Context: an optimization exercise on an open-source flow, tuned for small area. The choices shown serve that exercise and are no tape-out recipe. In this exercise RTL edits were held to simulation tests only and were not proved equivalent to the original. The clock port is modelled as an ideal driver, which makes a skipped or thinned clock tree look cheaper than it is; a real chip needs a root buffer or a tree. Power is estimated from default activity; no workload was simulated.

## main
==> flow/design.v (excerpt) <==
module top(
	input wire sys_clk,
	input wire sys_rst_n,
	input wire tim_psel,
	input wire tim_pwrite,
	input wire tim_penable,
	input wire [11:0]tim_paddr,
	input wire [31:0]tim_pwdata,
	input wire dbg_mode,
	input wire [3:0] tim_pstrb,
	output reg [31:0]tim_prdata,
	output wire tim_pready,
	output wire tim_pslverr,
	output wire tim_int
);
reg        ready;
reg        timer_en;
reg        div_en;
reg  [3:1] div_val_h;
reg        pre_en;
reg  [63:0] cnt;
reg  [63:0] ncmp;       
reg        int_en;
reg        int_st;
reg        halt_req;
reg  [7:0] pcnt;
wire base = (tim_paddr[11:5] == 7'd0) & (tim_paddr[1:0] == 2'd0);
wire [2:0] a = tim_paddr[4:2];
wire s_tcr   = base & (a == 3'd0);
wire s_tdr0  = base & (a == 3'd1);
wire s_tdr1  = base & (a == 3'd2);
wire s_tcmp0 = base & (a == 3'd3);
wire s_tcmp1 = base & (a == 3'd4);
wire s_tier  = base & (a == 3'd5);
wire s_tisr  = base & (a == 3'd6);
wire s_thcsr = base & (a == 3'd7);
wire [3:0] dv = tim_pwdata[11:8];
wire err = (tim_pstrb[1] & ((dv > 4'd8) | (timer_en & (dv != div_val)))) |
           (tim_pstrb[0] & timer_en & (tim_pwdata[1] != div_en));
assign tim_pslverr = tim_pwrite & s_tcr & err;
assign tim_pready  = ready;
wire wr = ready & tim_pwrite;
wire halt_ack = halt_req & dbg_mode;
always @(posedge sys_clk or negedge sys_rst_n)
	if (!sys_rst_n) ready <= 1'b0;
	else ready <= tim_psel & tim_penable & ~ready;
reg  div_val0_n;
wire [3:0] div_val = {div_val_h, ~div_val0_n};
  ...
Size in the first run: roughly 880 cells after synthesis, about 150 flip-flops, ~89 I/O pins.
Settings: LEC_CHECK=0, CAP_MARGIN=20, CORE_MARGIN=2, CORE_UTILIZATION=65, SLEW_MARGIN=20; clock period 5.0 ns.
standard.sh (not shown) runs the stock make flow with config.mk's settings and CLKGATE_MAP_FILE= SYNTH_SCRIPT=/design/flow/synth_recipe.tcl, a recipe that flattens the netlist after the stock synthesis.
==> flow/flow/run.sh <==
#!/bin/bash
# Own layout flow: the standard flow (standard.sh), with three changes:
#  - synthesis maps logic with an area-oriented ABC script (flow/area.abc);
#    every other synthesis step is the standard synthesis, unchanged;
#  - input/output ports are buffered with sky130_fd_sc_hd__buf_1;
#  - CTS does not insert dummy loads and uses the buffer list below.
set -euo pipefail
W=$(pwd)
# standard synthesis script with only the abc script swapped
sed "s#log_cmd abc {\*}\$abc_args#log_cmd abc -script $W/flow/area.abc {*}[lrange \$abc_args 2 end]#" \
  "$FLOW_HOME/scripts/synth.tcl" > "$W/synth_core.tcl"
grep -q "flow/area.abc" "$W/synth_core.tcl"
sed "s#\$::env(SCRIPTS_DIR)/synth.tcl#$W/synth_core.tcl#" "$W/synth_recipe.tcl" > "$W/own_synth.tcl"
grep -q "synth_core.tcl" "$W/own_synth.tcl"
CTS="-sink_clustering_enable -repair_clock_nets -dont_use_dummy_load"
CTS="$CTS -buf_list sky130_fd_sc_hd__clkbuf_4 -root_buf sky130_fd_sc_hd__clkbuf_8"
bash standard.sh "SYNTH_SCRIPT=$W/own_synth.tcl" \
  "BUFFER_PORTS_ARGS=-buffer_cell sky130_fd_sc_hd__buf_1" \
  "CTS_ARGS=$CTS" finish > "$W/standard_sh.log" 2>&1
==> flow/flow/area.abc <==
&get -n
&st
&dch -f
&nf -R 1000
&put
strash
&get -n
&dch -f
&nf -R 1000
&put
Relative to main, the following input files were edited for the feature branch:
Settings: changing CORE_UTILIZATION from 65 to 40.
diff --git a/flow/flow/run.sh b/flow/flow/run.sh
--- a/flow/flow/run.sh
+++ b/flow/flow/run.sh
@@ -16 +16 @@
-CTS="$CTS -buf_list sky130_fd_sc_hd__clkbuf_4 -root_buf sky130_fd_sc_hd__clkbuf_8"
+CTS="$CTS -buf_list sky130_fd_sc_hd__clkbuf_8 -root_buf sky130_fd_sc_hd__clkbuf_8 -sink_clustering_size 30 -sink_clustering_max_diameter 80"
### Flow results
From main to the feature branch the numbers moved as follows: area added between synthesis and finish now larger, share of cell area taken by multi-input logic gates decreased by 1.5 points relative to the old numbers.
The feature branch against main: total placed cells including tap cells shows an increase of 11%; wire length went up by 5.5%; clock skew fell by 0.014 ns; power in the clock group climbed 34%.
The feature branch ended up with div_val_h[1] as its launch point of the worst path; main ended up with div_val_h[3].

## oak
top, a different RTL version from the one above (not shown whole).
For scale: about 760 cells after synthesis, roughly 150 flip-flops, ~0.0077 sq mm of cells after synthesis.
export LEC_CHECK = 0
export CAP_MARGIN = 0
export CORE_MARGIN = 2
export CORE_UTILIZATION = 60
export SLEW_MARGIN = 0
create_clock -name core_clock -period 5.0 [get_ports {sys_clk}]
==> flow/flow/run.sh <==
#!/bin/bash
# Own layout flow: the standard flow (standard.sh), with three changes:
#  - synthesis maps logic with an area-oriented ABC script (flow/area.abc);
#    every other synthesis step is the standard synthesis, unchanged;
#  - input/output ports are buffered with sky130_fd_sc_hd__buf_1;
#  - the clock tree is built by flow/pre_cts.tcl (a root buffer and a grid of
#    leaf buffers over the flip-flops) in place of TritonCTS.
set -euo pipefail
W=$(pwd)
# standard synthesis script with only the abc script swapped
sed "s#log_cmd abc {\*}\$abc_args#log_cmd abc -script $W/flow/area.abc {*}[lrange \$abc_args 2 end]#" \
  "$FLOW_HOME/scripts/synth.tcl" > "$W/synth_core.tcl"
grep -q "flow/area.abc" "$W/synth_core.tcl"
sed "s#\$::env(SCRIPTS_DIR)/synth.tcl#$W/synth_core.tcl#" "$W/synth_recipe.tcl" > "$W/own_synth.tcl"
grep -q "synth_core.tcl" "$W/own_synth.tcl"
CTS="-sink_clustering_enable -repair_clock_nets -dont_use_dummy_load"
CTS="$CTS -buf_list sky130_fd_sc_hd__clkbuf_8 -root_buf sky130_fd_sc_hd__clkbuf_8 -sink_clustering_size 30 -sink_clustering_max_diameter 80"
bash standard.sh "SYNTH_SCRIPT=$W/own_synth.tcl" \
  "BUFFER_PORTS_ARGS=-buffer_cell sky130_fd_sc_hd__buf_1" \
  "CTS_ARGS=$CTS" "PRE_CTS_TCL=$W/flow/pre_cts.tcl" finish > "$W/standard_sh.log" 2>&1
==> flow/flow/pre_cts.tcl <==
# Manual clock tree, sourced by ORFS's CTS step before clock_tree_synthesis.
# The clock port drives one root clock buffer at the centre of the flip-flops;
# the root drives MCTS_NX x MCTS_NY leaf clock buffers, each at the centre of a
# group of flip-flops made by splitting the flip-flops into MCTS_NX equal
# columns by x, then each column into MCTS_NY equal groups by y.
# TritonCTS is then skipped; the rest of the CTS step (placement legalisation,
# timing repair) runs as usual.
set mcts_buf [expr {[info exists ::env(MCTS_BUF)] ? $::env(MCTS_BUF) : "sky130_fd_sc_hd__clkbuf_16"}]
set mcts_nx  [expr {[info exists ::env(MCTS_NX)] ? $::env(MCTS_NX) : 3}]
set mcts_ny  [expr {[info exists ::env(MCTS_NY)] ? $::env(MCTS_NY) : 2}]
set mcts_root [expr {[info exists ::env(MCTS_ROOT)] ? $::env(MCTS_ROOT) : "sky130_fd_sc_hd__clkbuf_16"}]
set db [ord::get_db]
set block [ord::get_db_block]
set clk_net [$block findNet sys_clk]
set master [$db findMaster $mcts_buf]
set sinks {}
foreach it [$clk_net getITerms] {
  set inst [$it getInst]
  set box [$inst getBBox]
  set x [expr {([$box xMin] + [$box xMax]) / 2}]
  set y [expr {([$box yMin] + [$box yMax]) / 2}]
  lappend sinks [list $it $x $y]
}
puts "manual CTS: [llength $sinks] sinks, $mcts_nx x $mcts_ny leaf buffers $mcts_buf"
proc mcts_split {items idx n} {
  set items [lsort -integer -index $idx $items]
  set len [llength $items]
  set parts {}
  for {set i 0} {$i < $n} {incr i} {
    set a [expr {$i * $len / $n}]
    set b [expr {($i + 1) * $len / $n - 1}]
    lappend parts [lrange $items $a $b]
  }
  return $parts
}
set groups {}
foreach col [mcts_split $sinks 1 $mcts_nx] {
  foreach g [mcts_split $col 2 $mcts_ny] { lappend groups $g }
}
set drv_net $clk_net
if {$mcts_root ne ""} {
  set rmaster [$db findMaster $mcts_root]
  set rinst [odb::dbInst_create $block $rmaster "clkbuf_root"]
  set drv_net [odb::dbNet_create $block "clknet_root"]
  $drv_net setSigType CLOCK
  [$rinst findITerm A] connect $clk_net
  [$rinst findITerm X] connect $drv_net
  set sx 0; set sy 0
  foreach s $sinks { set sx [expr {$sx + [lindex $s 1]}]; set sy [expr {$sy + [lindex $s 2]}] }
  set rx [expr {$sx / [llength $sinks]}]
  set ry [expr {$sy / [llength $sinks]}]
  $rinst setLocation [expr {$rx - [$rmaster getWidth] / 2}] [expr {$ry - [$rmaster getHeight] / 2}]
  $rinst setPlacementStatus PLACED
}
set k 0
foreach g $groups {
  set sx 0; set sy 0
  foreach s $g { set sx [expr {$sx + [lindex $s 1]}]; set sy [expr {$sy + [lindex $s 2]}] }
  set cx [expr {$sx / [llength $g]}]
  set cy [expr {$sy / [llength $g]}]
  set inst [odb::dbInst_create $block $master "clkbuf_leaf_$k"]
  set net [odb::dbNet_create $block "clknet_leaf_$k"]
  $net setSigType CLOCK
  [$inst findITerm A] connect $drv_net
  [$inst findITerm X] connect $net
  foreach s $g {
    set it [lindex $s 0]
    $it disconnect
    $it connect $net
  }
  $inst setLocation [expr {$cx - [$master getWidth] / 2}] [expr {$cy - [$master getHeight] / 2}]
  $inst setPlacementStatus PLACED
  puts "manual CTS: clkbuf_leaf_$k drives [llength $g] sinks at ($cx, $cy)"
  incr k
}
set_propagated_clock [all_clocks]
proc clock_tree_synthesis {args} { puts "manual CTS: TritonCTS skipped" }
Other scripts of this flow, unchanged in this note and not shown: flow/flow/area.abc
Per the final summary, oak finished and its layout is clean on timing, DRC and antenna.
### oak -> pine
- a change of CORE_UTILIZATION from 60 to 70
-- flow/flow/pre_cts.tcl --
<<< oak, line 6
# TritonCTS is then skipped; the rest of the CTS step (placement legalisation,
# timing repair) runs as usual.
set mcts_buf [expr {[info exists ::env(MCTS_BUF)] ? $::env(MCTS_BUF) : "sky130_fd_sc_hd__clkbuf_16"}]
set mcts_nx  [expr {[info exists ::env(MCTS_NX)] ? $::env(MCTS_NX) : 3}]
set mcts_ny  [expr {[info exists ::env(MCTS_NY)] ? $::env(MCTS_NY) : 2}]
set mcts_root [expr {[info exists ::env(MCTS_ROOT)] ? $::env(MCTS_ROOT) : "sky130_fd_sc_hd__clkbuf_16"}]
set db [ord::get_db]
>>> pine, line 6
# TritonCTS is then skipped; the rest of the CTS step (placement legalisation,
# timing repair) runs as usual.
set mcts_buf [expr {[info exists ::env(MCTS_BUF)] ? $::env(MCTS_BUF) : "sky130_fd_sc_hd__clkbuf_8"}]
set mcts_nx  [expr {[info exists ::env(MCTS_NX)] ? $::env(MCTS_NX) : 3}]
set mcts_ny  [expr {[info exists ::env(MCTS_NY)] ? $::env(MCTS_NY) : 3}]
set mcts_root [expr {[info exists ::env(MCTS_ROOT)] ? $::env(MCTS_ROOT) : "sky130_fd_sc_hd__clkbuf_16"}]
set db [ord::get_db]
Results
| hold slack | pine vs oak | worse |. Relative to oak, pine degrades clock skew. Changes observed in pine relative to oak: xor/xnor cell area share of the yosys netlist has remained practically unchanged, worst reg-to-reg path cell count went up. Re fraction of area in multi-input gates: pine is 0.31 points up on oak. Wire length: pine > oak. Relative to oak, the area after detailed placement of pine is lower by 33 sq um.
What birch does differently from pine at the input level:
- CORE_UTILIZATION changed from 70 to 60
Notes after the runs:
birch vs pine — final estimated routing congestion in global placement dropped slightly
birch — total inserted antenna cells 1 lower, pine as reference
birch: maximum frequency lower than pine
Relative max-transition margin on birch is down relative to pine.
Compared with pine, in birch post-place instance area rose 0.39%; register share of the cell area fell 0.15 points; maximum number of pins on one net before global-route repair rose about 4.7%; utilization after layout fell 11 points.
In every run of this note, the design's own scripts or RTL, not TritonCTS, make the clock network.

Setup of try-yarrow:
The RTL this note starts from:
==> flow/design.v <==
module top(
	input wire sys_clk,
	input wire sys_rst_n,
	input wire tim_psel,
	input wire tim_pwrite,
	input wire tim_penable,
	input wire [11:0]tim_paddr,
	input wire [31:0]tim_pwdata,
	input wire dbg_mode,
	input wire [3:0] tim_pstrb,
	output reg [31:0]tim_prdata,
	output wire tim_pready,
	output wire tim_pslverr,
	output wire tim_int
);
reg        ready;
reg        timer_en;
reg        div_en;
reg  [3:1] div_val_h;
reg        pre_en;
reg  [63:0] cnt;
reg  [63:0] ncmp;       
reg        int_en;
reg        int_st;
reg        halt_req;
reg  [7:0] pcnt;
wire base = (tim_paddr[11:5] == 7'd0) & (tim_paddr[1:0] == 2'd0);
wire [2:0] a = tim_paddr[4:2];
wire s_tcr   = base & (a == 3'd0);
wire s_tdr0  = base & (a == 3'd1);
wire s_tdr1  = base & (a == 3'd2);
wire s_tcmp0 = base & (a == 3'd3);
wire s_tcmp1 = base & (a == 3'd4);
wire s_tier  = base & (a == 3'd5);
wire s_tisr  = base & (a == 3'd6);
wire s_thcsr = base & (a == 3'd7);
wire [3:0] dv = tim_pwdata[11:8];
wire err = (tim_pstrb[1] & ((dv > 4'd8) | (timer_en & (dv != div_val)))) |
           (tim_pstrb[0] & timer_en & (tim_pwdata[1] != div_en));
assign tim_pslverr = tim_pwrite & s_tcr & err;
assign tim_pready  = ready;
wire wr = ready & tim_pwrite;
wire halt_ack = halt_req & dbg_mode;
always @(posedge sys_clk or negedge sys_rst_n)
	if (!sys_rst_n) ready <= 1'b0;
	else ready <= tim_psel & tim_penable & ~ready;
reg  div_val0_n;
wire [3:0] div_val = {div_val_h, ~div_val0_n};
wire tcr_ok = wr & s_tcr & ~err;
always @(posedge sys_clk or negedge sys_rst_n)
	if (!sys_rst_n) begin
		timer_en   <= 1'b0;
		div_en     <= 1'b0;
		div_val_h  <= 3'd0;
		div_val0_n <= 1'b0;
	end else if (tcr_ok) begin
		if (tim_pstrb[0]) begin
			timer_en <= tim_pwdata[0];
			div_en   <= tim_pwdata[1];
		end
		if (tim_pstrb[1]) begin
			div_val_h  <= dv[3:1];
			div_val0_n <= ~dv[0];
		end
	end
wire [8:0] lo1, hi0;
assign lo1[0] = 1'b1;
assign hi0[8] = 1'b1;
genvar k;
generate for (k = 0; k < 8; k = k + 1) begin : gm
	assign lo1[k+1] = lo1[k] & pcnt[k];
	assign hi0[k] = hi0[k+1] & ~pcnt[k];
end endgenerate
wire [8:0] mk = lo1 & hi0;
wire match = div_val[3] ? mk[8] : mk[div_val[2:0]];
wire cnt_en = timer_en & ~halt_ack & (~div_en | match);
wire pzero = ~halt_ack & (match | ~div_en | ~timer_en);
always @(posedge sys_clk or negedge sys_rst_n)
	if (!sys_rst_n) pcnt <= 8'd0;
	else if (pzero) pcnt <= 8'd0;
	else pcnt <= pcnt + {7'd0, ~halt_ack};
wire clr = pre_en & ~timer_en;
wire w0 = wr & s_tdr0;
wire w1 = wr & s_tdr1;
always @(posedge sys_clk or negedge sys_rst_n)
	if (!sys_rst_n) pre_en <= 1'b0;
	else pre_en <= timer_en;
localparam CB = 8;
localparam NB = 64 / CB;
wire [NB-1:0] ball;
genvar g;
generate for (g = 0; g < NB; g = g + 1) begin : gb
	assign ball[g] = &cnt[CB*g+CB-1:CB*g];
end endgenerate
wire [NB:0] bpre;
assign bpre[0] = 1'b1;
generate for (g = 0; g < NB; g = g + 1) begin : gp
	assign bpre[g+1] = bpre[g] & ball[g];
end endgenerate
wire en_lo = cnt_en & ~w0;
wire en_hi = cnt_en & ~w1;
wire [NB-1:0] bcin;
generate for (g = 0; g < NB; g = g + 1) begin : gcin
	if (g < NB/2) assign bcin[g] = en_lo & bpre[g];
	else assign bcin[g] = en_hi & bpre[g];
end endgenerate
wire [63:0] tg;
generate for (g = 0; g < NB; g = g + 1) begin : gt
	wire [CB:0] c;
	assign c[0] = bcin[g];
	genvar i;
	for (i = 0; i < CB; i = i + 1) begin : gi
		assign c[i+1] = c[i] & cnt[CB*g+i];
		assign tg[CB*g+i] = c[i];
	end
end endgenerate
wire [63:0] inc = (cnt ^ tg) & {64{~clr}};
wire [7:0] bsel = {{4{w1}} & tim_pstrb, {4{w0}} & tim_pstrb};
wire [63:0] nxt;
generate for (g = 0; g < 8; g = g + 1) begin : gn
	assign nxt[8*g+7:8*g] = bsel[g] ? tim_pwdata[8*(g%4)+7:8*(g%4)] : inc[8*g+7:8*g];
end endgenerate
always @(posedge sys_clk or negedge sys_rst_n)
	if (!sys_rst_n) cnt <= 64'd0;
	else cnt <= nxt;
wire [7:0] csel = {{4{wr & s_tcmp1}} & tim_pstrb, {4{wr & s_tcmp0}} & tim_pstrb};
generate for (g = 0; g < 8; g = g + 1) begin : gc
	always @(posedge sys_clk or negedge sys_rst_n)
		if (!sys_rst_n) ncmp[8*g+7:8*g] <= 8'd0;
		else if (csel[g]) ncmp[8*g+7:8*g] <= ~tim_pwdata[8*(g%4)+7:8*(g%4)];
end endgenerate
wire eq = &(cnt ^ ncmp);
wire clr_int = wr & s_tisr & tim_pstrb[0] & tim_pwdata[0];
always @(posedge sys_clk or negedge sys_rst_n)
	if (!sys_rst_n) begin
		int_en   <= 1'b0;
		int_st   <= 1'b0;
		halt_req <= 1'b0;
	end else begin
		if (wr & s_tier & tim_pstrb[0]) int_en <= tim_pwdata[0];
		if (clr_int) int_st <= 1'b0;
		else if (eq) int_st <= 1'b1;
		if (wr & s_thcsr & tim_pstrb[0]) halt_req <= tim_pwdata[0];
	end
assign tim_int = int_en & int_st;
wire r0 = base & (a == 3'd0);
wire r1 = base & (a == 3'd1);
wire r2 = base & (a == 3'd2);
wire r3 = base & (a == 3'd3);
wire r4 = base & (a == 3'd4);
wire r5 = base & (a == 3'd5);
wire r6 = base & (a == 3'd6);
wire r7 = base & (a == 3'd7);
always @* begin
	tim_prdata = ({32{r1}} & cnt[31:0]) | ({32{r2}} & cnt[63:32]) |
	             ({32{r3}} & ~ncmp[31:0]) | ({32{r4}} & ~ncmp[63:32]);
	tim_prdata[11:8] = tim_prdata[11:8] | ({4{r0}} & div_val);
	tim_prdata[1] = tim_prdata[1] | (r0 & div_en) | (r7 & halt_ack);
	tim_prdata[0] = tim_prdata[0] | (r0 & timer_en) | (r5 & int_en) | (r6 & int_st) | (r7 & halt_req);
end
endmodule
==> flow/config.mk <==
export PLATFORM = sky130hd
export DESIGN_NAME = top
export DESIGN_NICKNAME = top
export VERILOG_FILES = /design/flow/design.v
export SDC_FILE = /design/flow/constraint.sdc
export NUM_CORES = 4
export LEC_CHECK = 0
export CAP_MARGIN = 0
export CORE_MARGIN = 2
export CORE_UTILIZATION = 60
export SLEW_MARGIN = 0
==> flow/constraint.sdc <==
create_clock -name core_clock -period 5.0 [get_ports {sys_clk}]
set_input_delay 1.0000 -clock core_clock [delete_from_list [all_inputs] [get_ports {sys_clk}]]
set_output_delay 1.0000 -clock core_clock [all_outputs]
set_load 0.01 [all_outputs]
==> flow/flow/pre_cts.tcl <==
# Manual clock tree, sourced by ORFS's CTS step before clock_tree_synthesis.
# The clock port drives one root clock buffer at the centre of the flip-flops;
# the root drives MCTS_NX x MCTS_NY leaf clock buffers, each at the centre of a
# group of flip-flops made by splitting the flip-flops into MCTS_NX equal
# columns by x, then each column into MCTS_NY equal groups by y.
# TritonCTS is then skipped; the rest of the CTS step (placement legalisation,
# timing repair) runs as usual.
set mcts_buf [expr {[info exists ::env(MCTS_BUF)] ? $::env(MCTS_BUF) : "sky130_fd_sc_hd__clkbuf_8"}]
set mcts_nx  [expr {[info exists ::env(MCTS_NX)] ? $::env(MCTS_NX) : 3}]
set mcts_ny  [expr {[info exists ::env(MCTS_NY)] ? $::env(MCTS_NY) : 3}]
set mcts_root [expr {[info exists ::env(MCTS_ROOT)] ? $::env(MCTS_ROOT) : "sky130_fd_sc_hd__clkbuf_16"}]
set db [ord::get_db]
set block [ord::get_db_block]
set clk_net [$block findNet sys_clk]
set master [$db findMaster $mcts_buf]
set sinks {}
foreach it [$clk_net getITerms] {
  set inst [$it getInst]
  set box [$inst getBBox]
  set x [expr {([$box xMin] + [$box xMax]) / 2}]
  set y [expr {([$box yMin] + [$box yMax]) / 2}]
  lappend sinks [list $it $x $y]
}
puts "manual CTS: [llength $sinks] sinks, $mcts_nx x $mcts_ny leaf buffers $mcts_buf"
proc mcts_split {items idx n} {
  set items [lsort -integer -index $idx $items]
  set len [llength $items]
  set parts {}
  for {set i 0} {$i < $n} {incr i} {
    set a [expr {$i * $len / $n}]
    set b [expr {($i + 1) * $len / $n - 1}]
    lappend parts [lrange $items $a $b]
  }
  return $parts
}
set groups {}
foreach col [mcts_split $sinks 1 $mcts_nx] {
  foreach g [mcts_split $col 2 $mcts_ny] { lappend groups $g }
}
set drv_net $clk_net
if {$mcts_root ne ""} {
  set rmaster [$db findMaster $mcts_root]
  set rinst [odb::dbInst_create $block $rmaster "clkbuf_root"]
  set drv_net [odb::dbNet_create $block "clknet_root"]
  $drv_net setSigType CLOCK
  [$rinst findITerm A] connect $clk_net
  [$rinst findITerm X] connect $drv_net
  set sx 0; set sy 0
  foreach s $sinks { set sx [expr {$sx + [lindex $s 1]}]; set sy [expr {$sy + [lindex $s 2]}] }
  set rx [expr {$sx / [llength $sinks]}]
  set ry [expr {$sy / [llength $sinks]}]
  $rinst setLocation [expr {$rx - [$rmaster getWidth] / 2}] [expr {$ry - [$rmaster getHeight] / 2}]
  $rinst setPlacementStatus PLACED
}
set k 0
foreach g $groups {
  set sx 0; set sy 0
  foreach s $g { set sx [expr {$sx + [lindex $s 1]}]; set sy [expr {$sy + [lindex $s 2]}] }
  set cx [expr {$sx / [llength $g]}]
  set cy [expr {$sy / [llength $g]}]
  set inst [odb::dbInst_create $block $master "clkbuf_leaf_$k"]
  set net [odb::dbNet_create $block "clknet_leaf_$k"]
  $net setSigType CLOCK
  [$inst findITerm A] connect $drv_net
  [$inst findITerm X] connect $net
  foreach s $g {
    set it [lindex $s 0]
    $it disconnect
    $it connect $net
  }
  $inst setLocation [expr {$cx - [$master getWidth] / 2}] [expr {$cy - [$master getHeight] / 2}]
  $inst setPlacementStatus PLACED
  puts "manual CTS: clkbuf_leaf_$k drives [llength $g] sinks at ($cx, $cy)"
  incr k
}
set_propagated_clock [all_clocks]
proc clock_tree_synthesis {args} { puts "manual CTS: TritonCTS skipped" }
Scripts as last shown in full above: flow/flow/run.sh
Other scripts of this flow, unchanged in this note and not shown: flow/flow/area.abc
The final layout from try-yarrow, which completed every stage, passed the timing, DRC and antenna checks at the end of the flow.
### try-yarrow -> try-umber
- GPL_TIMING_DRIVEN newly set to 0
--- a/flow/flow/pre_cts.tcl
+++ b/flow/flow/pre_cts.tcl
@@ -8 +8 @@
-set mcts_buf [expr {[info exists ::env(MCTS_BUF)] ? $::env(MCTS_BUF) : "sky130_fd_sc_hd__clkbuf_8"}]
+set mcts_buf [expr {[info exists ::env(MCTS_BUF)] ? $::env(MCTS_BUF) : "sky130_fd_sc_hd__clkbuf_16"}]
@@ -10 +10 @@
-set mcts_ny  [expr {[info exists ::env(MCTS_NY)] ? $::env(MCTS_NY) : 3}]
+set mcts_ny  [expr {[info exists ::env(MCTS_NY)] ? $::env(MCTS_NY) : 2}]
Results
Compared with try-yarrow, try-umber shows worst-path maximum fanout lower by 2.
Worst-path cell with the longest stage delay = sky130_fd_sc_hd__dfrtp_1: try-yarrow; worst-path cell with the longest stage delay = sky130_fd_sc_hd__nor3_1: try-umber
In try-umber, switching fraction of total power is lower than in try-yarrow.
Core utilization: try-umber higher than try-yarrow
diff inputs: try-umber => try-lagoon
- removing GPL_TIMING_DRIVEN (formerly 0)
[summary]
First-pass GRT wire length delta (try-umber -> try-lagoon): insignificant
Diff try-umber -> try-lagoon | number of instances resized during post-cts repair | decrease of 1
Lower largest stage delay on the critical path was reported by try-lagoon, not try-umber.
Against try-umber as the reference, try-lagoon delivers a lower final standard cell area without fillers.
[compare] base=try-umber new=try-lagoon: maximum number of pins on one net before global-route repair now sits higher; routability congestion estimate now sits higher.
The sequential share of layout area number comes out higher for try-lagoon vs try-umber.
Routed wire length on try-lagoon is up relative to try-umber.
Via count: try-umber and try-lagoon compared, higher one is try-umber
Delta (try-lagoon minus try-umber): critical path depth rose 3; maximum ir drop on the vdd rail picked up an extra 3.4%.
No run of this note takes its clock network from TritonCTS; it comes from the design's own scripts or RTL.

[separate check: timing with driven ports]
The flow's constraints put no driver on any port. The routed layouts listed below were extracted and timed again, unchanged, in two steps.
Step 1 sets driving cells, clkbuf_16 on the clock port and buf_2 on the other inputs (assumed; they add their load-dependent delay and slew).
Step 2 times the ports against the registers' clock, not the clock port: input delays grow and output delays shrink by t, the midpoint of the rising clock arrivals with the driver on.
a / b / c = ideal / step 1 / step 2; a / b = the first two.
| run | t, ns | slack for setup (ns) | hold WS [ns] | worst setup path after step 2 | cell pins on the clock port's net |
|---|---|---|---|---|---|
| main | 0.462 | 0.290 / 0.290 / -0.126 | 0.501 / 0.501 / 0.501 | input to register | 1 |
| the feature branch | 0.485 | 0.249 / 0.249 / -0.109 | 0.471 / 0.471 / 0.471 | input to register | 1 |
| oak | 0.401 | 0.532 / 0.532 / 0.532 | 0.502 / 0.502 / 0.502 | register to register | 1 |
| pine | 0.423 | 0.623 / 0.623 / 0.523 | 0.493 / 0.493 / 0.493 | input to register | 1 |
| birch | 0.409 | 0.446 / 0.446 / 0.446 | 0.496 / 0.496 / 0.496 | register to register | 1 |
| try-yarrow | 0.407 | 0.591 / 0.591 / 0.465 | 0.483 / 0.483 / 0.483 | input to register | 1 |
| try-umber | 0.399 | 0.249 / 0.271 / -0.129 | 0.472 / 0.472 / 0.472 | input to register | 1 |
| try-lagoon | 0.403 | 0.588 / 0.587 / 0.519 | 0.481 / 0.481 / 0.481 | input to register | 1 |
Met with ideal ports but missed after step 2: setup timing in main, the feature branch and try-umber. For main, which loses most, drivers alone change the setup slack by 0.000 ns; drivers and shift together by -0.416 ns.
